This design comes from an exercise in tuning for small area and a short achievable clock period on the open sky130 flow, not from production work. Only simulation tests tie the RTL to the original design; equivalence was not proved.

### flow/config.mk
export PLATFORM = sky130hd
export DESIGN_NAME = Integrator
export DESIGN_NICKNAME = Integrator
export VERILOG_FILES = /design/flow/design.v
export SDC_FILE = /design/flow/constraint.sdc
export NUM_CORES = 4
export LEC_CHECK = 0
export CAP_MARGIN = 20
export CORE_MARGIN = 2
export CORE_UTILIZATION = 40
export CTS_BUF_LIST = sky130_fd_sc_hd__clkbuf_4 sky130_fd_sc_hd__clkbuf_8
export CTS_CLUSTER_DIAMETER = 100
export CTS_CLUSTER_SIZE = 30
export SETUP_SLACK_MARGIN = 5
export SLEW_MARGIN = 20
export SYNTH_HIERARCHICAL = 1
export SYNTH_MINIMUM_KEEP_SIZE = 0
### flow/constraint.sdc
create_clock -name core_clock -period 14.0 [get_ports {clk}]
set_input_delay 2.8000 -clock core_clock [delete_from_list [all_inputs] [get_ports {clk}]]
set_output_delay 2.8000 -clock core_clock [all_outputs]
set_load 0.01 [all_outputs]
### flow/standard.sh
#!/bin/bash
# synth_recipe.tcl (not shown) runs the flow's synth.tcl, then flattens the netlist and writes it again
# the make line also repeats each setting of config.mk as NAME=value (left out here)
make -C /OpenROAD-flow-scripts/flow DESIGN_CONFIG=/design/flow/config.mk WORK_HOME=/design/flow/orfs CLKGATE_MAP_FILE= SYNTH_SCRIPT=/design/flow/synth_recipe.tcl "${@:-finish}"
### flow/design.v
`timescale 1 ns / 1 ns
module Integrator
          (clk,
           reset,
           In,
           Out);
  input   clk;
  input   reset;
  input   signed [21:0] In;
  output  signed [21:0] Out;
  reg  [20:0] x1;
  reg  [20:0] x2;
  reg  [21:0] y1;
  reg  [21:0] y2;
  wire [20:0] x = In[20:0];
  wire fs0, fc0;
  Integrator_fa u_fa0 (.a(1'b1), .b(x1[0]), .c(~x2[1]), .s(fs0), .co(fc0));
  wire fs1, fc1;
  Integrator_fa u_fa1 (.a(x1[1]), .b(~x2[2]), .c(fc0), .s(fs1), .co(fc1));
  wire fs2, fc2;
  Integrator_fa u_fa2 (.a(x1[2]), .b(~x2[3]), .c(fc1), .s(fs2), .co(fc2));
  wire fs3, fc3;
  Integrator_fa u_fa3 (.a(x1[3]), .b(~x2[0]), .c(~x2[4]), .s(fs3), .co(fc3));
  wire fs4, fc4;
  Integrator_fa u_fa4 (.a(fs3), .b(fc2), .c(~x[0]), .s(fs4), .co(fc4));
  wire fs5, fc5;
  Integrator_fa u_fa5 (.a(1'b1), .b(x1[0]), .c(x1[4]), .s(fs5), .co(fc5));
  wire fs6, fc6;
  Integrator_fa u_fa6 (.a(~x2[1]), .b(~x2[5]), .c(fc3), .s(fs6), .co(fc6));
  wire fs7, fc7;
  Integrator_fa u_fa7 (.a(fs5), .b(fs6), .c(~x[1]), .s(fs7), .co(fc7));
  wire fs8, fc8;
  Integrator_fa u_fa8 (.a(~x[5]), .b(fc4), .c(fs7), .s(fs8), .co(fc8));
  wire fs9, fc9;
  Integrator_fa u_fa9 (.a(x1[1]), .b(x1[5]), .c(~x2[2]), .s(fs9), .co(fc9));
  wire fs10, fc10;
  Integrator_fa u_fa10 (.a(~x2[6]), .b(fc5), .c(fs9), .s(fs10), .co(fc10));
  wire fs11, fc11;
  Integrator_fa u_fa11 (.a(fc6), .b(fs10), .c(~x[2]), .s(fs11), .co(fc11));
  wire fs12, fc12;
  Integrator_fa u_fa12 (.a(~x[6]), .b(fc7), .c(fs11), .s(fs12), .co(fc12));
  wire fs13, fc13;
  Integrator_fa u_fa13 (.a(x1[2]), .b(x1[6]), .c(~x2[0]), .s(fs13), .co(fc13));
  wire fs14, fc14;
  Integrator_fa u_fa14 (.a(~x2[3]), .b(~x2[7]), .c(fc9), .s(fs14), .co(fc14));
  wire fs15, fc15;
  Integrator_fa u_fa15 (.a(fs13), .b(fc10), .c(fs14), .s(fs15), .co(fc15));
  wire fs16, fc16;
  Integrator_fa u_fa16 (.a(fs15), .b(~x[0]), .c(~x[3]), .s(fs16), .co(fc16));
  wire fs17, fc17;
  Integrator_fa u_fa17 (.a(~x[7]), .b(fc11), .c(fs16), .s(fs17), .co(fc17));
  wire fs18, fc18;
  Integrator_fa u_fa18 (.a(1'b1), .b(x1[0]), .c(x1[3]), .s(fs18), .co(fc18));
  wire fs19, fc19;
  Integrator_fa u_fa19 (.a(x1[7]), .b(~x2[1]), .c(~x2[4]), .s(fs19), .co(fc19));
  wire fs20, fc20;
  Integrator_fa u_fa20 (.a(~x2[8]), .b(fc13), .c(fs18), .s(fs20), .co(fc20));
  wire fs21, fc21;
  Integrator_fa u_fa21 (.a(fs19), .b(fc14), .c(fs20), .s(fs21), .co(fc21));
  wire fs22, fc22;
  Integrator_fa u_fa22 (.a(fc15), .b(fs21), .c(~x[1]), .s(fs22), .co(fc22));
  wire fs23, fc23;
  Integrator_fa u_fa23 (.a(~x[4]), .b(~x[8]), .c(fc16), .s(fs23), .co(fc23));
  wire fs24, fc24;
  Integrator_fa u_fa24 (.a(fs22), .b(fc17), .c(fs23), .s(fs24), .co(fc24));
  wire fs25, fc25;
  Integrator_fa u_fa25 (.a(x1[1]), .b(x1[4]), .c(x1[8]), .s(fs25), .co(fc25));
  wire fs26, fc26;
  Integrator_fa u_fa26 (.a(x2[0]), .b(~x2[2]), .c(~x2[5]), .s(fs26), .co(fc26));
  wire fs27, fc27;
  Integrator_fa u_fa27 (.a(~x2[9]), .b(fc18), .c(fc19), .s(fs27), .co(fc27));
  wire fs28, fc28;
  Integrator_fa u_fa28 (.a(fs25), .b(fs26), .c(fc20), .s(fs28), .co(fc28));
  wire fs29, fc29;
  Integrator_fa u_fa29 (.a(fs27), .b(fc21), .c(fs28), .s(fs29), .co(fc29));
  wire fs30, fc30;
  Integrator_fa u_fa30 (.a(fs29), .b(x[0]), .c(~x[2]), .s(fs30), .co(fc30));
  wire fs31, fc31;
  Integrator_fa u_fa31 (.a(~x[5]), .b(~x[9]), .c(fc22), .s(fs31), .co(fc31));
  wire fs32, fc32;
  Integrator_fa u_fa32 (.a(fs30), .b(fc23), .c(fs31), .s(fs32), .co(fc32));
  wire fs33, fc33;
  Integrator_fa u_fa33 (.a(x1[0]), .b(x1[2]), .c(x1[5]), .s(fs33), .co(fc33));
  wire fs34, fc34;
  Integrator_fa u_fa34 (.a(x1[9]), .b(x2[1]), .c(~x2[3]), .s(fs34), .co(fc34));
  wire fs35, fc35;
  Integrator_fa u_fa35 (.a(~x2[6]), .b(~x2[10]), .c(fc25), .s(fs35), .co(fc35));
  wire fs36, fc36;
  Integrator_fa u_fa36 (.a(fc26), .b(fs33), .c(fs34), .s(fs36), .co(fc36));
  wire fs37, fc37;
  Integrator_fa u_fa37 (.a(fc27), .b(fs35), .c(fs36), .s(fs37), .co(fc37));
  wire fs38, fc38;
  Integrator_fa u_fa38 (.a(fc28), .b(fs37), .c(fc29), .s(fs38), .co(fc38));
  wire fs39, fc39;
  Integrator_fa u_fa39 (.a(fs38), .b(x[1]), .c(~x[3]), .s(fs39), .co(fc39));
  wire fs40, fc40;
  Integrator_fa u_fa40 (.a(~x[6]), .b(~x[10]), .c(fc30), .s(fs40), .co(fc40));
  wire fs41, fc41;
  Integrator_fa u_fa41 (.a(fs39), .b(fc31), .c(fs40), .s(fs41), .co(fc41));
  wire fs42, fc42;
  Integrator_fa u_fa42 (.a(x1[1]), .b(x1[3]), .c(x1[6]), .s(fs42), .co(fc42));
  wire fs43, fc43;
  Integrator_fa u_fa43 (.a(x1[10]), .b(x2[2]), .c(~x2[4]), .s(fs43), .co(fc43));
  wire fs44, fc44;
  Integrator_fa u_fa44 (.a(~x2[7]), .b(~x2[11]), .c(fc33), .s(fs44), .co(fc44));
  wire fs45, fc45;
  Integrator_fa u_fa45 (.a(fc34), .b(fs42), .c(fs43), .s(fs45), .co(fc45));
  wire fs46, fc46;
  Integrator_fa u_fa46 (.a(fc35), .b(fc36), .c(fs44), .s(fs46), .co(fc46));
  wire fs47, fc47;
  Integrator_fa u_fa47 (.a(fs45), .b(fc37), .c(fs46), .s(fs47), .co(fc47));
  wire fs48, fc48;
  Integrator_fa u_fa48 (.a(fs47), .b(fc38), .c(x[2]), .s(fs48), .co(fc48));
  wire fs49, fc49;
  Integrator_fa u_fa49 (.a(~x[4]), .b(~x[7]), .c(~x[11]), .s(fs49), .co(fc49));
  wire fs50, fc50;
  Integrator_fa u_fa50 (.a(fc39), .b(fs48), .c(fs49), .s(fs50), .co(fc50));
  wire fs51, fc51;
  Integrator_fa u_fa51 (.a(fc40), .b(fs50), .c(fc41), .s(fs51), .co(fc51));
  wire fs52, fc52;
  Integrator_fa u_fa52 (.a(x1[2]), .b(x1[4]), .c(x1[7]), .s(fs52), .co(fc52));
  wire fs53, fc53;
  Integrator_fa u_fa53 (.a(x1[11]), .b(x2[3]), .c(~x2[5]), .s(fs53), .co(fc53));
  wire fs54, fc54;
  Integrator_fa u_fa54 (.a(~x2[8]), .b(~x2[12]), .c(fc42), .s(fs54), .co(fc54));
  wire fs55, fc55;
  Integrator_fa u_fa55 (.a(fc43), .b(fs52), .c(fs53), .s(fs55), .co(fc55));
  wire fs56, fc56;
  Integrator_fa u_fa56 (.a(fc44), .b(fc45), .c(fs54), .s(fs56), .co(fc56));
  wire fs57, fc57;
  Integrator_fa u_fa57 (.a(fs55), .b(fc46), .c(fs56), .s(fs57), .co(fc57));
  wire fs58, fc58;
  Integrator_fa u_fa58 (.a(fc47), .b(fs57), .c(x[3]), .s(fs58), .co(fc58));
  wire fs59, fc59;
  Integrator_fa u_fa59 (.a(~x[5]), .b(~x[8]), .c(~x[12]), .s(fs59), .co(fc59));
  wire fs60, fc60;
  Integrator_fa u_fa60 (.a(fc48), .b(fc49), .c(fs58), .s(fs60), .co(fc60));
  wire fs61, fc61;
  Integrator_fa u_fa61 (.a(fs59), .b(fc50), .c(fs60), .s(fs61), .co(fc61));
  wire fs62, fc62;
  Integrator_fa u_fa62 (.a(x1[3]), .b(x1[5]), .c(x1[8]), .s(fs62), .co(fc62));
  wire fs63, fc63;
  Integrator_fa u_fa63 (.a(x1[12]), .b(x2[4]), .c(~x2[6]), .s(fs63), .co(fc63));
  wire fs64, fc64;
  Integrator_fa u_fa64 (.a(~x2[9]), .b(~x2[13]), .c(fc52), .s(fs64), .co(fc64));
  wire fs65, fc65;
  Integrator_fa u_fa65 (.a(fc53), .b(fs62), .c(fs63), .s(fs65), .co(fc65));
  wire fs66, fc66;
  Integrator_fa u_fa66 (.a(fc54), .b(fc55), .c(fs64), .s(fs66), .co(fc66));
  wire fs67, fc67;
  Integrator_fa u_fa67 (.a(fs65), .b(fc56), .c(fs66), .s(fs67), .co(fc67));
  wire fs68, fc68;
  Integrator_fa u_fa68 (.a(fc57), .b(fs67), .c(x[4]), .s(fs68), .co(fc68));
  wire fs69, fc69;
  Integrator_fa u_fa69 (.a(~x[6]), .b(~x[9]), .c(~x[13]), .s(fs69), .co(fc69));
  wire fs70, fc70;
  Integrator_fa u_fa70 (.a(fc58), .b(fc59), .c(fs68), .s(fs70), .co(fc70));
  wire fs71, fc71;
  Integrator_fa u_fa71 (.a(fs69), .b(fc60), .c(fs70), .s(fs71), .co(fc71));
  wire fs72, fc72;
  Integrator_fa u_fa72 (.a(x1[4]), .b(x1[6]), .c(x1[9]), .s(fs72), .co(fc72));
  wire fs73, fc73;
  Integrator_fa u_fa73 (.a(x1[13]), .b(x2[5]), .c(~x2[7]), .s(fs73), .co(fc73));
  wire fs74, fc74;
  Integrator_fa u_fa74 (.a(~x2[10]), .b(~x2[14]), .c(fc62), .s(fs74), .co(fc74));
  wire fs75, fc75;
  Integrator_fa u_fa75 (.a(fc63), .b(fs72), .c(fs73), .s(fs75), .co(fc75));
  wire fs76, fc76;
  Integrator_fa u_fa76 (.a(fc64), .b(fc65), .c(fs74), .s(fs76), .co(fc76));
  wire fs77, fc77;
  Integrator_fa u_fa77 (.a(fs75), .b(fc66), .c(fs76), .s(fs77), .co(fc77));
  wire fs78, fc78;
  Integrator_fa u_fa78 (.a(fc67), .b(fs77), .c(x[5]), .s(fs78), .co(fc78));
  wire fs79, fc79;
  Integrator_fa u_fa79 (.a(~x[7]), .b(~x[10]), .c(~x[14]), .s(fs79), .co(fc79));
  wire fs80, fc80;
  Integrator_fa u_fa80 (.a(fc68), .b(fc69), .c(fs78), .s(fs80), .co(fc80));
  wire fs81, fc81;
  Integrator_fa u_fa81 (.a(fs79), .b(fc70), .c(fs80), .s(fs81), .co(fc81));
  wire fs82, fc82;
  Integrator_fa u_fa82 (.a(x1[5]), .b(x1[7]), .c(x1[10]), .s(fs82), .co(fc82));
  wire fs83, fc83;
  Integrator_fa u_fa83 (.a(x1[14]), .b(x2[6]), .c(~x2[8]), .s(fs83), .co(fc83));
  wire fs84, fc84;
  Integrator_fa u_fa84 (.a(~x2[11]), .b(~x2[15]), .c(fc72), .s(fs84), .co(fc84));
  wire fs85, fc85;
  Integrator_fa u_fa85 (.a(fc73), .b(fs82), .c(fs83), .s(fs85), .co(fc85));
  wire fs86, fc86;
  Integrator_fa u_fa86 (.a(fc74), .b(fc75), .c(fs84), .s(fs86), .co(fc86));
  wire fs87, fc87;
  Integrator_fa u_fa87 (.a(fs85), .b(fc76), .c(fs86), .s(fs87), .co(fc87));
  wire fs88, fc88;
  Integrator_fa u_fa88 (.a(fc77), .b(fs87), .c(x[6]), .s(fs88), .co(fc88));
  wire fs89, fc89;
  Integrator_fa u_fa89 (.a(~x[8]), .b(~x[11]), .c(~x[15]), .s(fs89), .co(fc89));
  wire fs90, fc90;
  Integrator_fa u_fa90 (.a(fc78), .b(fc79), .c(fs88), .s(fs90), .co(fc90));
  wire fs91, fc91;
  Integrator_fa u_fa91 (.a(fs89), .b(fc80), .c(fs90), .s(fs91), .co(fc91));
  wire fs92, fc92;
  Integrator_fa u_fa92 (.a(x1[6]), .b(x1[8]), .c(x1[11]), .s(fs92), .co(fc92));
  wire fs93, fc93;
  Integrator_fa u_fa93 (.a(x1[15]), .b(x2[7]), .c(~x2[9]), .s(fs93), .co(fc93));
  wire fs94, fc94;
  Integrator_fa u_fa94 (.a(~x2[12]), .b(~x2[16]), .c(fc82), .s(fs94), .co(fc94));
  wire fs95, fc95;
  Integrator_fa u_fa95 (.a(fc83), .b(fs92), .c(fs93), .s(fs95), .co(fc95));
  wire fs96, fc96;
  Integrator_fa u_fa96 (.a(fc84), .b(fc85), .c(fs94), .s(fs96), .co(fc96));
  wire fs97, fc97;
  Integrator_fa u_fa97 (.a(fs95), .b(fc86), .c(fs96), .s(fs97), .co(fc97));
  wire fs98, fc98;
  Integrator_fa u_fa98 (.a(fc87), .b(fs97), .c(x[7]), .s(fs98), .co(fc98));
  wire fs99, fc99;
  Integrator_fa u_fa99 (.a(~x[9]), .b(~x[12]), .c(~x[16]), .s(fs99), .co(fc99));
  wire fs100, fc100;
  Integrator_fa u_fa100 (.a(fc88), .b(fc89), .c(fs98), .s(fs100), .co(fc100));
  wire fs101, fc101;
  Integrator_fa u_fa101 (.a(fs99), .b(fc90), .c(fs100), .s(fs101), .co(fc101));
  wire fs102, fc102;
  Integrator_fa u_fa102 (.a(x1[7]), .b(x1[9]), .c(x1[12]), .s(fs102), .co(fc102));
  wire fs103, fc103;
  Integrator_fa u_fa103 (.a(x1[16]), .b(x2[8]), .c(~x2[10]), .s(fs103), .co(fc103));
  wire fs104, fc104;
  Integrator_fa u_fa104 (.a(~x2[13]), .b(~x2[17]), .c(fc92), .s(fs104), .co(fc104));
  wire fs105, fc105;
  Integrator_fa u_fa105 (.a(fc93), .b(fs102), .c(fs103), .s(fs105), .co(fc105));
  wire fs106, fc106;
  Integrator_fa u_fa106 (.a(fc94), .b(fc95), .c(fs104), .s(fs106), .co(fc106));
  wire fs107, fc107;
  Integrator_fa u_fa107 (.a(fs105), .b(fc96), .c(fs106), .s(fs107), .co(fc107));
  wire fs108, fc108;
  Integrator_fa u_fa108 (.a(fc97), .b(fs107), .c(x[8]), .s(fs108), .co(fc108));
  wire fs109, fc109;
  Integrator_fa u_fa109 (.a(~x[10]), .b(~x[13]), .c(~x[17]), .s(fs109), .co(fc109));
  wire fs110, fc110;
  Integrator_fa u_fa110 (.a(fc98), .b(fc99), .c(fs108), .s(fs110), .co(fc110));
  wire fs111, fc111;
  Integrator_fa u_fa111 (.a(fs109), .b(fc100), .c(fs110), .s(fs111), .co(fc111));
  wire fs112, fc112;
  Integrator_fa u_fa112 (.a(x1[8]), .b(x1[10]), .c(x1[13]), .s(fs112), .co(fc112));
  wire fs113, fc113;
  Integrator_fa u_fa113 (.a(x1[17]), .b(x2[9]), .c(~x2[11]), .s(fs113), .co(fc113));
  wire fs114, fc114;
  Integrator_fa u_fa114 (.a(~x2[14]), .b(~x2[18]), .c(fc102), .s(fs114), .co(fc114));
  wire fs115, fc115;
  Integrator_fa u_fa115 (.a(fc103), .b(fs112), .c(fs113), .s(fs115), .co(fc115));
  wire fs116, fc116;
  Integrator_fa u_fa116 (.a(fc104), .b(fc105), .c(fs114), .s(fs116), .co(fc116));
  wire fs117, fc117;
  Integrator_fa u_fa117 (.a(fs115), .b(fc106), .c(fs116), .s(fs117), .co(fc117));
  wire fs118, fc118;
  Integrator_fa u_fa118 (.a(fc107), .b(fs117), .c(x[9]), .s(fs118), .co(fc118));
  wire fs119, fc119;
  Integrator_fa u_fa119 (.a(~x[11]), .b(~x[14]), .c(~x[18]), .s(fs119), .co(fc119));
  wire fs120, fc120;
  Integrator_fa u_fa120 (.a(fc108), .b(fc109), .c(fs118), .s(fs120), .co(fc120));
  wire fs121, fc121;
  Integrator_fa u_fa121 (.a(fs119), .b(fc110), .c(fs120), .s(fs121), .co(fc121));
  wire fs122, fc122;
  Integrator_fa u_fa122 (.a(x1[9]), .b(x1[11]), .c(x1[14]), .s(fs122), .co(fc122));
  wire fs123, fc123;
  Integrator_fa u_fa123 (.a(x1[18]), .b(x2[10]), .c(~x2[12]), .s(fs123), .co(fc123));
  wire fs124, fc124;
  Integrator_fa u_fa124 (.a(~x2[15]), .b(~x2[19]), .c(fc112), .s(fs124), .co(fc124));
  wire fs125, fc125;
  Integrator_fa u_fa125 (.a(fc113), .b(fs122), .c(fs123), .s(fs125), .co(fc125));
  wire fs126, fc126;
  Integrator_fa u_fa126 (.a(fc114), .b(fc115), .c(fs124), .s(fs126), .co(fc126));
  wire fs127, fc127;
  Integrator_fa u_fa127 (.a(fs125), .b(fc116), .c(fs126), .s(fs127), .co(fc127));
  wire fs128, fc128;
  Integrator_fa u_fa128 (.a(fc117), .b(fs127), .c(x[10]), .s(fs128), .co(fc128));
  wire fs129, fc129;
  Integrator_fa u_fa129 (.a(~x[12]), .b(~x[15]), .c(~x[19]), .s(fs129), .co(fc129));
  wire fs130, fc130;
  Integrator_fa u_fa130 (.a(fc118), .b(fc119), .c(fs128), .s(fs130), .co(fc130));
  wire fs131, fc131;
  Integrator_fa u_fa131 (.a(fs129), .b(fc120), .c(fs130), .s(fs131), .co(fc131));
  wire fs132, fc132;
  Integrator_fa u_fa132 (.a(x1[10]), .b(x1[12]), .c(x1[15]), .s(fs132), .co(fc132));
  wire fs133, fc133;
  Integrator_fa u_fa133 (.a(x1[19]), .b(x2[11]), .c(~x2[13]), .s(fs133), .co(fc133));
  wire fs134, fc134;
  Integrator_fa u_fa134 (.a(~x2[16]), .b(~x2[20]), .c(fc122), .s(fs134), .co(fc134));
  wire fs135, fc135;
  Integrator_fa u_fa135 (.a(fc123), .b(fs132), .c(fs133), .s(fs135), .co(fc135));
  wire fs136, fc136;
  Integrator_fa u_fa136 (.a(fc124), .b(fc125), .c(fs134), .s(fs136), .co(fc136));
  wire fs137, fc137;
  Integrator_fa u_fa137 (.a(fs135), .b(fc126), .c(fs136), .s(fs137), .co(fc137));
  wire fs138, fc138;
  Integrator_fa u_fa138 (.a(fc127), .b(fs137), .c(x[11]), .s(fs138), .co(fc138));
  wire fs139, fc139;
  Integrator_fa u_fa139 (.a(~x[13]), .b(~x[16]), .c(~x[20]), .s(fs139), .co(fc139));
  wire fs140, fc140;
  Integrator_fa u_fa140 (.a(fc128), .b(fc129), .c(fs138), .s(fs140), .co(fc140));
  wire fs141, fc141;
  Integrator_fa u_fa141 (.a(fs139), .b(fc130), .c(fs140), .s(fs141), .co(fc141));
  wire [20:0] ts = {fc131, fc121, fc111, fc101, fc91, fc81, fc71, fc61, fc51, fs51, fc32, fc24, fs24, fc12, fc8, fs8, ~x[4], ~x[3], ~x[2], ~x[1], ~x[0]};
  wire [20:0] tc = {fs141, fs131, fs121, fs111, fs101, fs91, fs81, fs71, fs61, 1'b0, fs41, fs32, 1'b0, fs17, fs12, 1'b0, fs4, fs2, fs1, fs0, ~x2[0]};
  wire [21:0] ra = {y2[21], ts ^ tc ^ y2[20:0]};
  wire [21:0] rb = {(ts & tc) | (ts & y2[20:0]) | (tc & y2[20:0]), 1'b0};
  wire mp0 = ra[0] ^ rb[0];
  wire mg0_0 = ra[0] & rb[0];
  wire mt0_0 = mp0;
  wire mp1 = ra[1] ^ rb[1];
  wire mg1_0 = ra[1] & rb[1];
  wire mt1_0 = mp1;
  wire mp2 = ra[2] ^ rb[2];
  wire mg2_0 = ra[2] & rb[2];
  wire mt2_0 = mp2;
  wire mp3 = ra[3] ^ rb[3];
  wire mg3_0 = ra[3] & rb[3];
  wire mt3_0 = mp3;
  wire mp4 = ra[4] ^ rb[4];
  wire mg4_0 = ra[4] & rb[4];
  wire mt4_0 = mp4;
  wire mp5 = ra[5] ^ rb[5];
  wire mg5_0 = ra[5] & rb[5];
  wire mt5_0 = mp5;
  wire mp6 = ra[6] ^ rb[6];
  wire mg6_0 = ra[6] & rb[6];
  wire mt6_0 = mp6;
  wire mp7 = ra[7] ^ rb[7];
  wire mg7_0 = ra[7] & rb[7];
  wire mt7_0 = mp7;
  wire mp8 = ra[8] ^ rb[8];
  wire mg8_0 = ra[8] & rb[8];
  wire mt8_0 = mp8;
  wire mp9 = ra[9] ^ rb[9];
  wire mg9_0 = ra[9] & rb[9];
  wire mt9_0 = mp9;
  wire mp10 = ra[10] ^ rb[10];
  wire mg10_0 = ra[10] & rb[10];
  wire mt10_0 = mp10;
  wire mp11 = ra[11] ^ rb[11];
  wire mg11_0 = ra[11] & rb[11];
  wire mt11_0 = mp11;
  wire mp12 = ra[12] ^ rb[12];
  wire mg12_0 = ra[12] & rb[12];
  wire mt12_0 = mp12;
  wire mp13 = ra[13] ^ rb[13];
  wire mg13_0 = ra[13] & rb[13];
  wire mt13_0 = mp13;
  wire mp14 = ra[14] ^ rb[14];
  wire mg14_0 = ra[14] & rb[14];
  wire mt14_0 = mp14;
  wire mp15 = ra[15] ^ rb[15];
  wire mg15_0 = ra[15] & rb[15];
  wire mt15_0 = mp15;
  wire mp16 = ra[16] ^ rb[16];
  wire mg16_0 = ra[16] & rb[16];
  wire mt16_0 = mp16;
  wire mp17 = ra[17] ^ rb[17];
  wire mg17_0 = ra[17] & rb[17];
  wire mt17_0 = mp17;
  wire mp18 = ra[18] ^ rb[18];
  wire mg18_0 = ra[18] & rb[18];
  wire mt18_0 = mp18;
  wire mp19 = ra[19] ^ rb[19];
  wire mg19_0 = ra[19] & rb[19];
  wire mt19_0 = mp19;
  wire mp20 = ra[20] ^ rb[20];
  wire mg20_0 = ra[20] & rb[20];
  wire mt20_0 = mp20;
  wire mp21 = ra[21] ^ rb[21];
  wire mg21_0 = ra[21] & rb[21];
  wire mt21_0 = mp21;
  wire mg1_1 = mg1_0 | (mt1_0 & mg0_0);
  wire mt1_1 = mt1_0 & mt0_0;
  wire mg3_1 = mg3_0 | (mt3_0 & mg2_0);
  wire mt3_1 = mt3_0 & mt2_0;
  wire mg5_1 = mg5_0 | (mt5_0 & mg4_0);
  wire mt5_1 = mt5_0 & mt4_0;
  wire mg7_1 = mg7_0 | (mt7_0 & mg6_0);
  wire mt7_1 = mt7_0 & mt6_0;
  wire mg9_1 = mg9_0 | (mt9_0 & mg8_0);
  wire mt9_1 = mt9_0 & mt8_0;
  wire mg11_1 = mg11_0 | (mt11_0 & mg10_0);
  wire mt11_1 = mt11_0 & mt10_0;
  wire mg13_1 = mg13_0 | (mt13_0 & mg12_0);
  wire mt13_1 = mt13_0 & mt12_0;
  wire mg15_1 = mg15_0 | (mt15_0 & mg14_0);
  wire mt15_1 = mt15_0 & mt14_0;
  wire mg17_1 = mg17_0 | (mt17_0 & mg16_0);
  wire mt17_1 = mt17_0 & mt16_0;
  wire mg19_1 = mg19_0 | (mt19_0 & mg18_0);
  wire mt19_1 = mt19_0 & mt18_0;
  wire mg21_1 = mg21_0 | (mt21_0 & mg20_0);
  wire mt21_1 = mt21_0 & mt20_0;
  wire mg2_2 = mg2_0 | (mt2_0 & mg1_1);
  wire mt2_2 = mt2_0 & mt1_1;
  wire mg3_2 = mg3_1 | (mt3_1 & mg1_1);
  wire mt3_2 = mt3_1 & mt1_1;
  wire mg6_2 = mg6_0 | (mt6_0 & mg5_1);
  wire mt6_2 = mt6_0 & mt5_1;
  wire mg7_2 = mg7_1 | (mt7_1 & mg5_1);
  wire mt7_2 = mt7_1 & mt5_1;
  wire mg10_2 = mg10_0 | (mt10_0 & mg9_1);
  wire mt10_2 = mt10_0 & mt9_1;
  wire mg11_2 = mg11_1 | (mt11_1 & mg9_1);
  wire mt11_2 = mt11_1 & mt9_1;
  wire mg14_2 = mg14_0 | (mt14_0 & mg13_1);
  wire mt14_2 = mt14_0 & mt13_1;
  wire mg15_2 = mg15_1 | (mt15_1 & mg13_1);
  wire mt15_2 = mt15_1 & mt13_1;
  wire mg18_2 = mg18_0 | (mt18_0 & mg17_1);
  wire mt18_2 = mt18_0 & mt17_1;
  wire mg19_2 = mg19_1 | (mt19_1 & mg17_1);
  wire mt19_2 = mt19_1 & mt17_1;
  wire mg4_3 = mg4_0 | (mt4_0 & mg3_2);
  wire mt4_3 = mt4_0 & mt3_2;
  wire mg5_3 = mg5_1 | (mt5_1 & mg3_2);
  wire mt5_3 = mt5_1 & mt3_2;
  wire mg6_3 = mg6_2 | (mt6_2 & mg3_2);
  wire mt6_3 = mt6_2 & mt3_2;
  wire mg7_3 = mg7_2 | (mt7_2 & mg3_2);
  wire mt7_3 = mt7_2 & mt3_2;
  wire mg12_3 = mg12_0 | (mt12_0 & mg11_2);
  wire mt12_3 = mt12_0 & mt11_2;
  wire mg13_3 = mg13_1 | (mt13_1 & mg11_2);
  wire mt13_3 = mt13_1 & mt11_2;
  wire mg14_3 = mg14_2 | (mt14_2 & mg11_2);
  wire mt14_3 = mt14_2 & mt11_2;
  wire mg15_3 = mg15_2 | (mt15_2 & mg11_2);
  wire mt15_3 = mt15_2 & mt11_2;
  wire mg20_3 = mg20_0 | (mt20_0 & mg19_2);
  wire mt20_3 = mt20_0 & mt19_2;
  wire mg21_3 = mg21_1 | (mt21_1 & mg19_2);
  wire mt21_3 = mt21_1 & mt19_2;
  wire mg8_4 = mg8_0 | (mt8_0 & mg7_3);
  wire mt8_4 = mt8_0 & mt7_3;
  wire mg9_4 = mg9_1 | (mt9_1 & mg7_3);
  wire mt9_4 = mt9_1 & mt7_3;
  wire mg10_4 = mg10_2 | (mt10_2 & mg7_3);
  wire mt10_4 = mt10_2 & mt7_3;
  wire mg11_4 = mg11_2 | (mt11_2 & mg7_3);
  wire mt11_4 = mt11_2 & mt7_3;
  wire mg12_4 = mg12_3 | (mt12_3 & mg7_3);
  wire mt12_4 = mt12_3 & mt7_3;
  wire mg13_4 = mg13_3 | (mt13_3 & mg7_3);
  wire mt13_4 = mt13_3 & mt7_3;
  wire mg14_4 = mg14_3 | (mt14_3 & mg7_3);
  wire mt14_4 = mt14_3 & mt7_3;
  wire mg15_4 = mg15_3 | (mt15_3 & mg7_3);
  wire mt15_4 = mt15_3 & mt7_3;
  wire mg16_5 = mg16_0 | (mt16_0 & mg15_4);
  wire mt16_5 = mt16_0 & mt15_4;
  wire mg17_5 = mg17_1 | (mt17_1 & mg15_4);
  wire mt17_5 = mt17_1 & mt15_4;
  wire mg18_5 = mg18_2 | (mt18_2 & mg15_4);
  wire mt18_5 = mt18_2 & mt15_4;
  wire mg19_5 = mg19_2 | (mt19_2 & mg15_4);
  wire mt19_5 = mt19_2 & mt15_4;
  wire mg20_5 = mg20_3 | (mt20_3 & mg15_4);
  wire mt20_5 = mt20_3 & mt15_4;
  wire mg21_5 = mg21_3 | (mt21_3 & mg15_4);
  wire mt21_5 = mt21_3 & mt15_4;
  wire kp0 = ts[0] ^ tc[0];
  wire kg0_0 = ts[0] & tc[0];
  wire kt0_0 = kp0;
  wire kp1 = ts[1] ^ tc[1];
  wire kg1_0 = ts[1] & tc[1];
  wire kt1_0 = kp1;
  wire kp2 = ts[2] ^ tc[2];
  wire kg2_0 = ts[2] & tc[2];
  wire kt2_0 = kp2;
  wire kp3 = ts[3] ^ tc[3];
  wire kg3_0 = ts[3] & tc[3];
  wire kt3_0 = kp3;
  wire kp4 = ts[4] ^ tc[4];
  wire kg4_0 = ts[4] & tc[4];
  wire kt4_0 = kp4;
  wire kp5 = ts[5] ^ tc[5];
  wire kg5_0 = ts[5] & tc[5];
  wire kt5_0 = kp5;
  wire kp6 = ts[6] ^ tc[6];
  wire kg6_0 = ts[6] & tc[6];
  wire kt6_0 = kp6;
  wire kp7 = ts[7] ^ tc[7];
  wire kg7_0 = ts[7] & tc[7];
  wire kt7_0 = kp7;
  wire kp8 = ts[8] ^ tc[8];
  wire kg8_0 = ts[8] & tc[8];
  wire kt8_0 = kp8;
  wire kp9 = ts[9] ^ tc[9];
  wire kg9_0 = ts[9] & tc[9];
  wire kt9_0 = kp9;
  wire kp10 = ts[10] ^ tc[10];
  wire kg10_0 = ts[10] & tc[10];
  wire kt10_0 = kp10;
  wire kp11 = ts[11] ^ tc[11];
  wire kg11_0 = ts[11] & tc[11];
  wire kt11_0 = kp11;
  wire kp12 = ts[12] ^ tc[12];
  wire kg12_0 = ts[12] & tc[12];
  wire kt12_0 = kp12;
  wire kp13 = ts[13] ^ tc[13];
  wire kg13_0 = ts[13] & tc[13];
  wire kt13_0 = kp13;
  wire kp14 = ts[14] ^ tc[14];
  wire kg14_0 = ts[14] & tc[14];
  wire kt14_0 = kp14;
  wire kp15 = ts[15] ^ tc[15];
  wire kg15_0 = ts[15] & tc[15];
  wire kt15_0 = kp15;
  wire kp16 = ts[16] ^ tc[16];
  wire kg16_0 = ts[16] & tc[16];
  wire kt16_0 = kp16;
  wire kp17 = ts[17] ^ tc[17];
  wire kg17_0 = ts[17] & tc[17];
  wire kt17_0 = kp17;
  wire kp18 = ts[18] ^ tc[18];
  wire kg18_0 = ts[18] & tc[18];
  wire kt18_0 = kp18;
  wire kp19 = ts[19] ^ tc[19];
  wire kg19_0 = ts[19] & tc[19];
  wire kt19_0 = kp19;
  wire kg1_1 = kg1_0 | (kt1_0 & kg0_0);
  wire kt1_1 = kt1_0 & kt0_0;
  wire kg3_1 = kg3_0 | (kt3_0 & kg2_0);
  wire kt3_1 = kt3_0 & kt2_0;
  wire kg5_1 = kg5_0 | (kt5_0 & kg4_0);
  wire kt5_1 = kt5_0 & kt4_0;
  wire kg7_1 = kg7_0 | (kt7_0 & kg6_0);
  wire kt7_1 = kt7_0 & kt6_0;
  wire kg9_1 = kg9_0 | (kt9_0 & kg8_0);
  wire kt9_1 = kt9_0 & kt8_0;
  wire kg11_1 = kg11_0 | (kt11_0 & kg10_0);
  wire kt11_1 = kt11_0 & kt10_0;
  wire kg13_1 = kg13_0 | (kt13_0 & kg12_0);
  wire kt13_1 = kt13_0 & kt12_0;
  wire kg15_1 = kg15_0 | (kt15_0 & kg14_0);
  wire kt15_1 = kt15_0 & kt14_0;
  wire kg17_1 = kg17_0 | (kt17_0 & kg16_0);
  wire kt17_1 = kt17_0 & kt16_0;
  wire kg19_1 = kg19_0 | (kt19_0 & kg18_0);
  wire kt19_1 = kt19_0 & kt18_0;
  wire kg3_2 = kg3_1 | (kt3_1 & kg1_1);
  wire kt3_2 = kt3_1 & kt1_1;
  wire kg7_2 = kg7_1 | (kt7_1 & kg5_1);
  wire kt7_2 = kt7_1 & kt5_1;
  wire kg11_2 = kg11_1 | (kt11_1 & kg9_1);
  wire kt11_2 = kt11_1 & kt9_1;
  wire kg15_2 = kg15_1 | (kt15_1 & kg13_1);
  wire kt15_2 = kt15_1 & kt13_1;
  wire kg19_2 = kg19_1 | (kt19_1 & kg17_1);
  wire kt19_2 = kt19_1 & kt17_1;
  wire kg7_3 = kg7_2 | (kt7_2 & kg3_2);
  wire kt7_3 = kt7_2 & kt3_2;
  wire kg15_3 = kg15_2 | (kt15_2 & kg11_2);
  wire kt15_3 = kt15_2 & kt11_2;
  wire kg15_4 = kg15_3 | (kt15_3 & kg7_3);
  wire kt15_4 = kt15_3 & kt7_3;
  wire kg11_5 = kg11_2 | (kt11_2 & kg7_3);
  wire kt11_5 = kt11_2 & kt7_3;
  wire kg19_5 = kg19_2 | (kt19_2 & kg15_4);
  wire kt19_5 = kt19_2 & kt15_4;
  wire kg5_6 = kg5_1 | (kt5_1 & kg3_2);
  wire kt5_6 = kt5_1 & kt3_2;
  wire kg9_6 = kg9_1 | (kt9_1 & kg7_3);
  wire kt9_6 = kt9_1 & kt7_3;
  wire kg13_6 = kg13_1 | (kt13_1 & kg11_5);
  wire kt13_6 = kt13_1 & kt11_5;
  wire kg17_6 = kg17_1 | (kt17_1 & kg15_4);
  wire kt17_6 = kt17_1 & kt15_4;
  wire kg2_7 = kg2_0 | (kt2_0 & kg1_1);
  wire kt2_7 = kt2_0 & kt1_1;
  wire kg4_7 = kg4_0 | (kt4_0 & kg3_2);
  wire kt4_7 = kt4_0 & kt3_2;
  wire kg6_7 = kg6_0 | (kt6_0 & kg5_6);
  wire kt6_7 = kt6_0 & kt5_6;
  wire kg8_7 = kg8_0 | (kt8_0 & kg7_3);
  wire kt8_7 = kt8_0 & kt7_3;
  wire kg10_7 = kg10_0 | (kt10_0 & kg9_6);
  wire kt10_7 = kt10_0 & kt9_6;
  wire kg12_7 = kg12_0 | (kt12_0 & kg11_5);
  wire kt12_7 = kt12_0 & kt11_5;
  wire kg14_7 = kg14_0 | (kt14_0 & kg13_6);
  wire kt14_7 = kt14_0 & kt13_6;
  wire kg16_7 = kg16_0 | (kt16_0 & kg15_4);
  wire kt16_7 = kt16_0 & kt15_4;
  wire kg18_7 = kg18_0 | (kt18_0 & kg17_6);
  wire kt18_7 = kt18_0 & kt17_6;
  wire c20 = kg19_5;
  wire flip = (ts[20] ^ tc[20]) | (c20 ^ ts[20]);
  wire [21:0] y = {(mp21 ^ mg20_5) ^ flip, (mp20 ^ mg19_5), (mp19 ^ mg18_5), (mp18 ^ mg17_5), (mp17 ^ mg16_5), (mp16 ^ mg15_4), (mp15 ^ mg14_4), (mp14 ^ mg13_4), (mp13 ^ mg12_4), (mp12 ^ mg11_4), (mp11 ^ mg10_4), (mp10 ^ mg9_4), (mp9 ^ mg8_4), (mp8 ^ mg7_3), (mp7 ^ mg6_3), (mp6 ^ mg5_3), (mp5 ^ mg4_3), (mp4 ^ mg3_2), (mp3 ^ mg2_2), (mp2 ^ mg1_1), (mp1 ^ mg0_0), (mp0)};
  always @(posedge clk or posedge reset) begin
    if (reset) begin
      x1 <= 21'd0;
      x2 <= 21'd0;
      y1 <= 22'd0;
      y2 <= 22'd0;
    end else begin
      x1 <= x;
      x2 <= x1;
      y1 <= y;
      y2 <= y1;
    end
  end
  assign Out = y;
endmodule   
module Integrator_fa (a, b, c, s, co);
  input a, b, c;
  output s, co;
  assign s = a ^ b ^ c;
  assign co = (a & b) | (a & c) | (b & c);
endmodule
### flow/flow/run.sh
#!/bin/bash
# Layout flow: the standard synthesis and ORFS layout (standard.sh), with
# one change: the input and output ports get plain buffer cells
# (buffer_ports -buffer_cell) instead of the delay cells buffer_ports picks by
# itself.  Each step's full output goes to a log file here.
set -euo pipefail
export BUFFER_PORTS_ARGS="-buffer_cell sky130_fd_sc_hd__buf_2"
bash standard.sh synth > run_synth.log 2>&1
bash standard.sh > run_layout.log 2>&1
==> impl_metrics.ini, run 1 <==
[detailed_routing]
drc = 0
wl_per_cell_um = 17.9
drt_wl_total_um = 14200
ant_nets = 0
vias_per_cell = 4.84
drtIter0Drc = 89
vias = 3852
drtPass1Iterations = 4

[critical_path]
ff2ff_setup_slack_ps = 7890
crit_path_start_kind = input pin
reg2reg_from = x1[0]$_DFF_PP0_
path_depth = 15
r2r_cells = 20
cp_cell_sequence = buf_8 > clkinvlp_4 > buf_6 > fa_2 > fa_1 > fa_2 > ha_4 > a21oi_4 > o21ai_4 > a2111oi_4 > nand3b_1 > and3_4 > or3_4 > xnor2_2 > buf_2
cp_num_buf_inv = 4
crit_type = input pin to output port
crit_slowest_cell = fa_2
end_kind = output port
crit_fanout = 3
r2r_end = y1[15]$_DFF_PP0_
cp_top_family = adder cells
max_stage_delay_ps = 580
cpMostUsedCell = fa_2
critPathArrivalTime_ps = 6520
cp.required_ps = 11200

[timing]
relSlewSlack = 0.529
slew_violations = 0
finalSetupTns_ps = 0
fmax_mhz = 107
hold_viol_final = 0
min_period_ps = 9320
rsz0062_at_grt = yes
worst_slew_pin_slew_ps = 706
fin_skew_ps = 18.5
fin_crit_sh = 0.666
setup_viol = 0

[clock_network]
ctsHoldBuffers = 0
root_buffer = clkbuf_8
cts.sinks = 86
cts-buffers-inserted = 9
cts.clk_slew.worst_paths_ps = 90
clk_path_buf_depth = 2
cts_tree = done
clkLatencyLatePin_ps = 390
htreeDepth = 3

[flow_run]
maxCapViolations = 0

[worst_hold_path]
hold_start = y1[13]$_DFF_PP0_
min_path_cells = 0
hold_path_class = flop to flop
min_to = y2[13]$_DFF_PP0_

[global_routing]
globalRouteOverflowTotal = 0
grt_pass1_vias = 4585
grt_max_degree = 56
antenna_found_initial = 0
grt_use_total = 0.175
grt_pass1_wl_um = 23600

[floorplanning]
start_util = 0.412
fp.dieH_um = 135
ios = 46
fp-row-count = 47
dieArea_um2 = 18300
core_area_um2 = 16700
fp.dieW_um = 135

[logic_synthesis]
dominantRegCellSynth = dfrtp_1
synth_edf_count = 0
yosysSeqAreaShare = 0.313
synth.distinct_cells = 33
ys.warnings.count = 7
synthCells = 465
avgSynthCellArea_um2 = 14.8
synth_async_sr_flop_share = 1.00
synth-seq-cells = 86
syn_area_um2 = 6880

[place]
place_congestion = 0.873
placed_area_um2 = 7430
io_buffer_count = 44
dp_hpwl_um = 11400

[finish]
final_area_um2 = 8580
layout-drive-gt1-share = 0.403
final_nets = 800
syn_to_final_growth_pct = 24.7
fillerInstances = 1428
n_antenna_cell = 0

[run_status]
outcome = complete, no violations
## repair_timing
item                       in CTS  in global routing
pin swaps                      41                 61
gates resized for setup        96                 62
buffers inserted               24                 26
setup endpoints to repair      12                 12
## Yosys stat by module (local to each module, per instance)
module,area [um^2],times used,flops+latches,cells inside
Integrator,4030,1,86,323
Integrator_fa,20.0,142,0,1
## state kept, by name (all words and copies together), names as in the netlist
name and flops:
x1 21, y1 22, x2 21, y2 22
## worst max-delay path by stage
| stage | from | slack [ps] | endpoint |
|---|---|---|---|
| 2_1_floorplan | In[7] | 5010 | Out[20] |
| 3_3_place_gp | In[2] | 4310 | Out[20] |
| 3_5_place_dp | In[2] | 4260 | Out[20] |
| 4_1_cts | In[2] | 4630 | Out[16] |
| 5_1_grt | In[11] | 4570 | Out[21] |
| 6_report | In[11] | 4680 | Out[21] |
## cell usage in the layout, fill, tap and decap left out, types with 4 or more instances in the layout
cell / instances
a21o_1: 4
a21oi_1: 13
a21oi_2: 5
a21oi_4: 4
buf_2: 32
buf_4: 52
buf_6: 8
clkbuf_8: 9
clkinvlp_4: 5
dfrtp_1: 75
dfrtp_2: 11
fa_1: 130
fa_2: 34
ha_1: 26
ha_2: 5
ha_4: 10
inv_1: 56
inv_2: 9
inv_6: 6
nand2_1: 6
o21ai_2: 4
xnor2_1: 6
xnor2_2: 6
## Yosys cell counts (2+ instances only)
cell type    n  area [um^2]
ha_1        41          513
a21o_1       4         30.0
a21oi_2      2         17.5
inv_1       77          289
nand3_1      4         20.0
nor2_1       6         22.5
o211ai_1     2         15.0
nand2b_1     2         12.5
a21oi_1     20          100
xnor2_1     12          105
dfrtp_1     86         2150
buf_4        2         15.0
fa_1       164         3280
nor2b_1      2         12.5
and4_1       2         17.5
a31o_2       2         17.5
nand2_1      8         30.0
and3_1       2         12.5
o21ai_0      7         35.0
nand4_1      2         12.5
xor2_1       6         52.6
## final cells by class
| type | count | area [um^2] | share of cell area |
|---|---|---|---|
| clock buffer | 9 | 124 | 0.0144 |
| clock inverter | 7 | 85.1 | 0.00992 |
| inverter | 77 | 334 | 0.0390 |
| multi-input combinational | 302 | 4900 | 0.571 |
| sequential | 86 | 2170 | 0.253 |
| tap | 220 | 275 | 0.0321 |
| timing repair buffer | 95 | 696 | 0.0811 |
## stage by stage
stage	util	hold WS, ps	setup slack (ps)	std cells
floorplan	-	331	5010	467
global placement	0.445	334	4310	730
global route	0.513	364	4570	796
detailed placement	0.445	336	4260	730
finish	0.513	354	4680	796
CTS	0.490	358	4630	770
## worst reg2reg max path, stage by stage (launching register included)
cell and delay [ps]:
dfrtp_2 450, fa_1 540, fa_1 430, fa_1 400
fa_1 420, fa_1 400, fa_2 560, fa_2 450
fa_2 580, ha_4 220, ha_4 230, a21oi_2 140
o21ai_2 80, a31oi_4 270, nor2b_4 90, buf_4 160
nor2_4 110, o21ai_2 80, xor2_2 150, buf_4 130
buf_4 110
## kinds of logic (layout without fill, tap and decap cells)
| logic type | Yosys count | after routing | share of synthesized area |
|---|---|---|---|
| XOR/XNOR | 18 | 18 | 0.0229 |
| AND/OR/NAND/NOR | 31 | 31 | 0.0233 |
| other | 1 | 3 | 0.000545 |
| flip-flops | 86 | 86 | 0.313 |
| AO/OA/AOI/OAI | 45 | 45 | 0.0439 |
| adder cells (fa/ha/maj) | 205 | 205 | 0.552 |
| buffers and inverters | 79 | 188 | 0.0442 |
## per-layer routing
| metal | wire length [um] | up-vias | part of all wire | global-route usage |
|---|---|---|---|---|
| met1 | 6090 | 2116 | 0.43 | 0.234 |
| met2 | 7430 | 66 | 0.52 | 0.290 |
| met4 | 278 | 0 | 0.020 | 0.0544 |
| met3 | 452 | 25 | 0.032 | 0.0383 |
| li1 | - | 1645 | - | - |
| met5 | 0 | - | 0 | 0 |
==> run 2: changes to the inputs <==
--- a/flow/config.mk
+++ b/flow/config.mk
@@ -6,5 +6,5 @@
 export NUM_CORES = 4
 export LEC_CHECK = 0
-export CAP_MARGIN = 20
+export CAP_MARGIN = 0
 export CORE_MARGIN = 2
 export CORE_UTILIZATION = 40
@@ -12,6 +12,6 @@
 export CTS_CLUSTER_DIAMETER = 100
 export CTS_CLUSTER_SIZE = 30
-export SETUP_SLACK_MARGIN = 5
-export SLEW_MARGIN = 20
+export SETUP_SLACK_MARGIN = 4
+export SLEW_MARGIN = 0
 export SYNTH_HIERARCHICAL = 1
 export SYNTH_MINIMUM_KEEP_SIZE = 0
==> impl_metrics.ini, run 2 <==
[run_status]
outcome = complete, no violations

[critical_path]
crit_path_start_kind = input pin
critPathArrivalTime_ps = 6950
crit_type = input pin to output port
end_kind = output port
cp.required_ps = 11200
crit_fanout = 4
ff2ff_setup_slack_ps = 7700

[timing]
fmax_mhz = 103
rsz0062_at_grt = no
fin_skew_ps = 15.1
fin_crit_sh = 0.696
hold_viol_final = 0
min_period_ps = 9750
setup_viol = 0
relSlewSlack = 0.463
slew_violations = 0
worst_slew_pin_slew_ps = 806
finalSetupTns_ps = 0
hold_ws_ps = 354

[finish]
final_area_um2 = 7650
syn_to_final_growth_pct = 11.2
n_antenna_cell = 0
top_regs = y1: 22 flops, y2: 22 flops
fillerInstances = 1504
final_nets = 751
layout-drive-gt1-share = 0.144
mostFrequentLayoutCell = fa_1
layout_common_cells = fa_1 (164), dfrtp_1 (86), inv_1 (75)

[global_routing]
antenna_found_initial = 0
grt_pass1_wl_um = 22500
grt_max_degree = 61
globalRouteOverflowTotal = 0
grt_pass1_vias = 4353
grt_use_total = 0.169

[clock_network]
htreeDepth = 3
cts.sinks = 86
cts-buffers-inserted = 9
ctsHoldBuffers = 0
cts_tree = done
clk_path_buf_depth = 2
cts.clk_slew.worst_paths_ps = 80
root_buffer = clkbuf_8
clkLatencyLatePin_ps = 390

[logic_synthesis]
yosysMostFrequentCell = fa_1
synth-seq-cells = 86
syn_area_um2 = 6880
synthCells = 465
dominantRegCellSynth = dfrtp_1
yosys.area.top_type = fa_1
avgSynthCellArea_um2 = 14.8
ys.warnings.count = 7
synthTopCellsByArea = fa_1 (48%), dfrtp_1 (31%), ha_1 (7.5%), inv_1 (4.2%), xnor2_1 (1.5%)
synth_async_sr_flop_share = 1.00
yosysSeqAreaShare = 0.313
synthTopCellsByCount = fa_1 (164), dfrtp_1 (86), inv_1 (77)
synth_edf_count = 0
synth.distinct_cells = 33
synth_top_area_frac = 0.478

[floorplanning]
start_util = 0.412
fp.dieW_um = 135
fp-row-count = 47
core_area_um2 = 16700
dieArea_um2 = 18300
ios = 46
fp.dieH_um = 135

[detailed_routing]
vias_per_cell = 4.86
vias = 3630
drt_wl_total_um = 13500
drtPass1Iterations = 4
drc = 0
drtIter0Drc = 173
wl_per_cell_um = 18.0
ant_nets = 0

[place]
placed_area_um2 = 7370
place_congestion = 0.860
io_buffer_count = 44
dp_hpwl_um = 11500

[flow_run]
maxCapViolations = 0

[worst_hold_path]
hold_path_class = flop to flop
==> run 2: cell types whose count changed in the layout (fill, tap and decap cells not counted), moves of 11 or more <==
cell     previous run  this run
fa_1              130       164
ha_1               26        40
buf_2              32        44
dfrtp_1            75        86
dfrtp_2            11         0
inv_1              56        75
buf_4              52         2
fa_2               34         0
==> run 2: per-module statistics from Yosys (local to each module, per instance) <==
module	copies in the design	cell area, um^2
Integrator	1	4030
Integrator_fa	142	20.0
==> run 2: final cells by class <==
cell class	count	area, um^2	share of cell area
repair buffers	46	235	0.0308
flip-flops and latches	86	2150	0.281
multi-input cells	302	4450	0.582
clock inverters	5	108	0.0141
clock buffers	11	139	0.0182
inverters	77	290	0.0380
well taps	220	275	0.0360
==> run 2: repair_timing <==
action	CTS	global route
setup endpoints to repair	0	6
setup buffers	0	1
resized for setup	0	5
==> run 2: through the flow <==
| stage | util | setup slack (ps) | cells |
|---|---|---|---|
| global route | 0.458 | 4040 | 747 |
| detailed placement | 0.441 | 4060 | 730 |
| global placement | 0.441 | 4120 | 730 |
| CTS | 0.456 | 4040 | 746 |
| floorplan | - | 4840 | 467 |
| finish | 0.458 | 4250 | 747 |
==> run 2: logic make-up (layout without fill, tap and decap cells) <==
kind of cell | after synthesis | after routing | share of synthesized area
compound gates | 45 | 45 | 0.0439
buf+inv | 79 | 139 | 0.0442
other cells | 1 | 3 | 0.000545
fa+ha+maj | 205 | 205 | 0.552
xor+xnor | 18 | 18 | 0.0229
flops | 86 | 86 | 0.313
simple gates | 31 | 31 | 0.0233
==> run 2: metal layers <==
layer | part of all wire | wire length (um) | track usage | vias up
met5 | 0 | 0 | 0 | -
met4 | 0.023 | 308 | 0.0654 | 0
met3 | 0.029 | 390 | 0.0323 | 23
met2 | 0.50 | 6710 | 0.265 | 56
met1 | 0.45 | 6070 | 0.235 | 2003
li1 | - | - | - | 1548
==> run 2: path summary, 6_finish.rpt <==
check                                 from          endpoint  cells past startpoint
max                                  In[2]           Out[20]                     16
min                        y1[7]$_DFF_PP0_   y2[7]$_DFF_PP0_                      0
min in group asynchronous            reset  y2[10]$_DFF_PP0_                      2
max reg2reg                x1[3]$_DFF_PP0_  y1[20]$_DFF_PP0_                     17
min reg2reg                y1[7]$_DFF_PP0_   y2[7]$_DFF_PP0_                      0
max in group asynchronous            reset  x1[17]$_DFF_PP0_                      3
==> run 2: critical path: stages <==
cell     delay (ps)
buf_2           200
inv_2           100
fa_1            410
fa_1            470
fa_1            390
fa_1            490
ha_1            340
ha_4            270
a21oi_1         120
o21ai_0         110
a31oi_2         290
o21ai_2         150
a31o_2          280
a21oi_1         170
xnor2_1         180
buf_2           180
==> run 3: changes to the inputs <==
==> flow/flow/run.sh (replaced) <==
#!/bin/bash
# Layout flow: the standard synthesis and ORFS layout (standard.sh) with two
# changes to how the layout is made:
#  - the input and output ports get plain buffer cells (buffer_ports
#    -buffer_cell) instead of the delay cells buffer_ports picks by itself;
#  - clock tree synthesis adds no dummy loads (-dont_use_dummy_load); the
#    other CTS arguments are the ones ORFS builds from config.mk.
# Each step's full output goes to a log file here (ORFS keeps its own per-step
# logs under orfs/logs).
set -euo pipefail
export BUFFER_PORTS_ARGS="-buffer_cell sky130_fd_sc_hd__buf_2"
export CTS_ARGS="-sink_clustering_enable -repair_clock_nets -sink_clustering_size 30 -sink_clustering_max_diameter 100 -buf_list {sky130_fd_sc_hd__clkbuf_4 sky130_fd_sc_hd__clkbuf_8} -dont_use_dummy_load"
bash standard.sh synth > run_synth.log 2>&1
bash standard.sh > run_layout.log 2>&1
--- a/flow/config.mk
+++ b/flow/config.mk
@@ -6,5 +6,5 @@
 export NUM_CORES = 4
 export LEC_CHECK = 0
-export CAP_MARGIN = 0
+export CAP_MARGIN = 20
 export CORE_MARGIN = 2
 export CORE_UTILIZATION = 40
@@ -13,5 +13,5 @@
 export CTS_CLUSTER_SIZE = 30
 export SETUP_SLACK_MARGIN = 4
-export SLEW_MARGIN = 0
+export SLEW_MARGIN = 20
 export SYNTH_HIERARCHICAL = 1
 export SYNTH_MINIMUM_KEEP_SIZE = 0
==> impl_metrics.ini, run 3 <==
[logic_synthesis]
yosys.area.top_type = fa_1
synthTopCellsByCount = fa_1 (164), dfrtp_1 (86), inv_1 (77)
yosysSeqAreaShare = 0.313
synth_top_area_frac = 0.478
ys.warnings.count = 7
avgSynthCellArea_um2 = 14.8
synth_edf_count = 0
dominantRegCellSynth = dfrtp_1
synth-seq-cells = 86
yosysMostFrequentCell = fa_1
syn_area_um2 = 6880
synthCells = 465
synth.distinct_cells = 33
synth_async_sr_flop_share = 1.00
synthTopCellsByArea = fa_1 (48%), dfrtp_1 (31%), ha_1 (7.5%), inv_1 (4.2%), xnor2_1 (1.5%)

[run_status]
outcome = complete, no violations

[critical_path]
reg2reg_from = x1[3]$_DFF_PP0_
crit_fanout = 4
crit_type = input pin to output port
r2r_end = y1[21]$_DFF_PP0_
end_kind = output port
critPathArrivalTime_ps = 6950
crit_path_start_kind = input pin
ff2ff_setup_slack_ps = 7700
r2r_cells = 16
startpoint = In[2]
cp.required_ps = 11200

[place]
placed_area_um2 = 7370
dp_hpwl_um = 11500
io_buffer_count = 44
placed_cells = 730
place_congestion = 0.860

[finish]
fillerInstances = 1519
layout_common_cells = fa_1 (164), dfrtp_1 (86), inv_1 (75)
final_area_um2 = 7530
layout-drive-gt1-share = 0.133
mostFrequentLayoutCell = fa_1
syn_to_final_growth_pct = 9.46
final_util = 0.451
top_regs = y1: 22 flops, y2: 22 flops
n_antenna_cell = 0
final_cell_count_no_fill = 740
final_nets = 751

[timing]
hold_viol_final = 0
rsz0062_at_grt = no
relSlewSlack = 0.465
worst_slew_pin_slew_ps = 803
fin_skew_ps = 24.4
setup_viol = 0
min_period_ps = 9750
slew_violations = 0
hold_ws_ps = 349
finalSetupTns_ps = 0
fmax_mhz = 103
fin_crit_sh = 0.697

[floorplanning]
fp-row-count = 47
ios = 46
dieArea_um2 = 18300
fp.dieH_um = 135
core_area_um2 = 16700
start_util = 0.412
fp.dieW_um = 135

[detailed_routing]
drt_wl_total_um = 13400
drtPass1Iterations = 4
ant_nets = 0
drtIter0Drc = 164
drc = 0
wl_per_cell_um = 18.1
vias = 3595
vias_per_cell = 4.86

[worst_hold_path]
min_path_cells = 0
hold_path_class = flop to flop
hold_start = y1[7]$_DFF_PP0_
min_to = y2[7]$_DFF_PP0_

[clock_network]
ctsHoldBuffers = 0
htreeDepth = 3
cts.sinks = 86
cts_tree = done
clkLatencyLatePin_ps = 390
cts.clk_slew.worst_paths_ps = 60
clk_path_buf_depth = 2
root_buffer = clkbuf_8
cts-buffers-inserted = 9

[global_routing]
grt_max_degree = 61
globalRouteOverflowTotal = 0
grt_pass1_vias = 4310
grt_pass1_wl_um = 22300
antenna_found_initial = 0
grt_use_total = 0.167

[flow_run]
maxCapViolations = 0
[run 3: per-stage QoR]
step / setup WS (ps)
2_1_floorplan: 4840
3_3_place_gp: 4120
3_5_place_dp: 4060
4_1_cts: 4040
5_1_grt: 4040
6_report: 4250
[run 3: layout make-up]
class                   count  area, um^2  area share
clock buffers               9         124      0.0165
inverters                  77         290      0.0386
multi-input cells         302        4450       0.591
flip-flops and latches     86        2150       0.286
well taps                 220         275      0.0366
repair buffers             46         235      0.0313
[run 3: kinds of logic (layout without fill, tap and decap cells)]
| logic type | count (synthesis) | in the layout | synth area share |
|---|---|---|---|
| AOI/OAI and AO/OA | 45 | 45 | 0.0439 |
| xor gates and xnor gates | 18 | 18 | 0.0229 |
| adders and majority gates | 205 | 205 | 0.552 |
| buffers and inverters | 79 | 132 | 0.0442 |
| DFF | 86 | 86 | 0.313 |
| other | 1 | 3 | 0.000545 |
| and+or+nand+nor | 31 | 31 | 0.0233 |
[run 3: worst max path at each step]
stage | end | slack (ps)
5_1_grt | Out[20] | 4040
6_report | Out[20] | 4250
3_3_place_gp | Out[20] | 4120
4_1_cts | Out[20] | 4040
2_1_floorplan | Out[17] | 4840
3_5_place_dp | Out[20] | 4060
[run 3: Yosys stat by module (local to each module, per instance)]
module         flip-flops and latches  cells inside  times used  cell area (um^2)
Integrator_fa                       0             1         142              20.0
Integrator                         86           323           1              4030
[run 3: metal layers]
layer / routed length (um) / global-route usage / vias up
li1: - / - / 1544
met1: 6070 / 0.233 / 1968
met2: 6650 / 0.266 / 63
met3: 404 / 0.0319 / 20
met4: 257 / 0.0596 / 0
met5: 0 / 0 / -
[run 3: worst max-delay path, cell delays in order]
cell and delay, ps:
buf_2 210, inv_2 100, fa_1 410, fa_1 470
fa_1 390, fa_1 490, ha_1 340, ha_4 270
a21oi_1 120, o21ai_0 110, a31oi_2 290, o21ai_2 150
a31o_2 280, a21oi_1 170, xnor2_1 180, buf_2 180
[run 3: timing repair]
item	in CTS	in global routing
gates resized for setup	0	5
setup buffers	0	1
setup endpoints to repair	0	6
endpoints found under the hold margin	0	0

==> what the ideal ports hide <==
The flow's constraints put no driver on any port. The routed layouts listed below were extracted and timed again, unchanged, in two steps.
Step 1: set_driving_cell puts a clkbuf_16 on clk and a buf_2 on each other input, an assumption about the parent block.
Step 2 adds t to the input delays and takes it off the output delays; t is the mean of the earliest and latest rising clock arrival at the registers after step 1. Input paths then give back, and output paths get back, about the clock's delay inside the block.
a / b / c = ideal / step 1 / step 2; a / b = the first two.
| run | shift t [ns] | setup slack, ns | clock arrival spread, ns |
|---|---|---|---|
| run 1 | 0.420 | 4.681 / 4.625 / 4.625 | 0.020 / 0.019 |
| run 2 | 0.422 | 4.249 / 4.229 / 4.229 | 0.015 / 0.015 |
| run 3 | 0.409 | 4.247 / 4.226 / 4.226 | 0.025 / 0.025 |
After both steps every run listed still meets setup and hold. The setup slack of run 1, which loses most, moves by -0.056 ns with the drivers and by -0.056 ns with both steps.
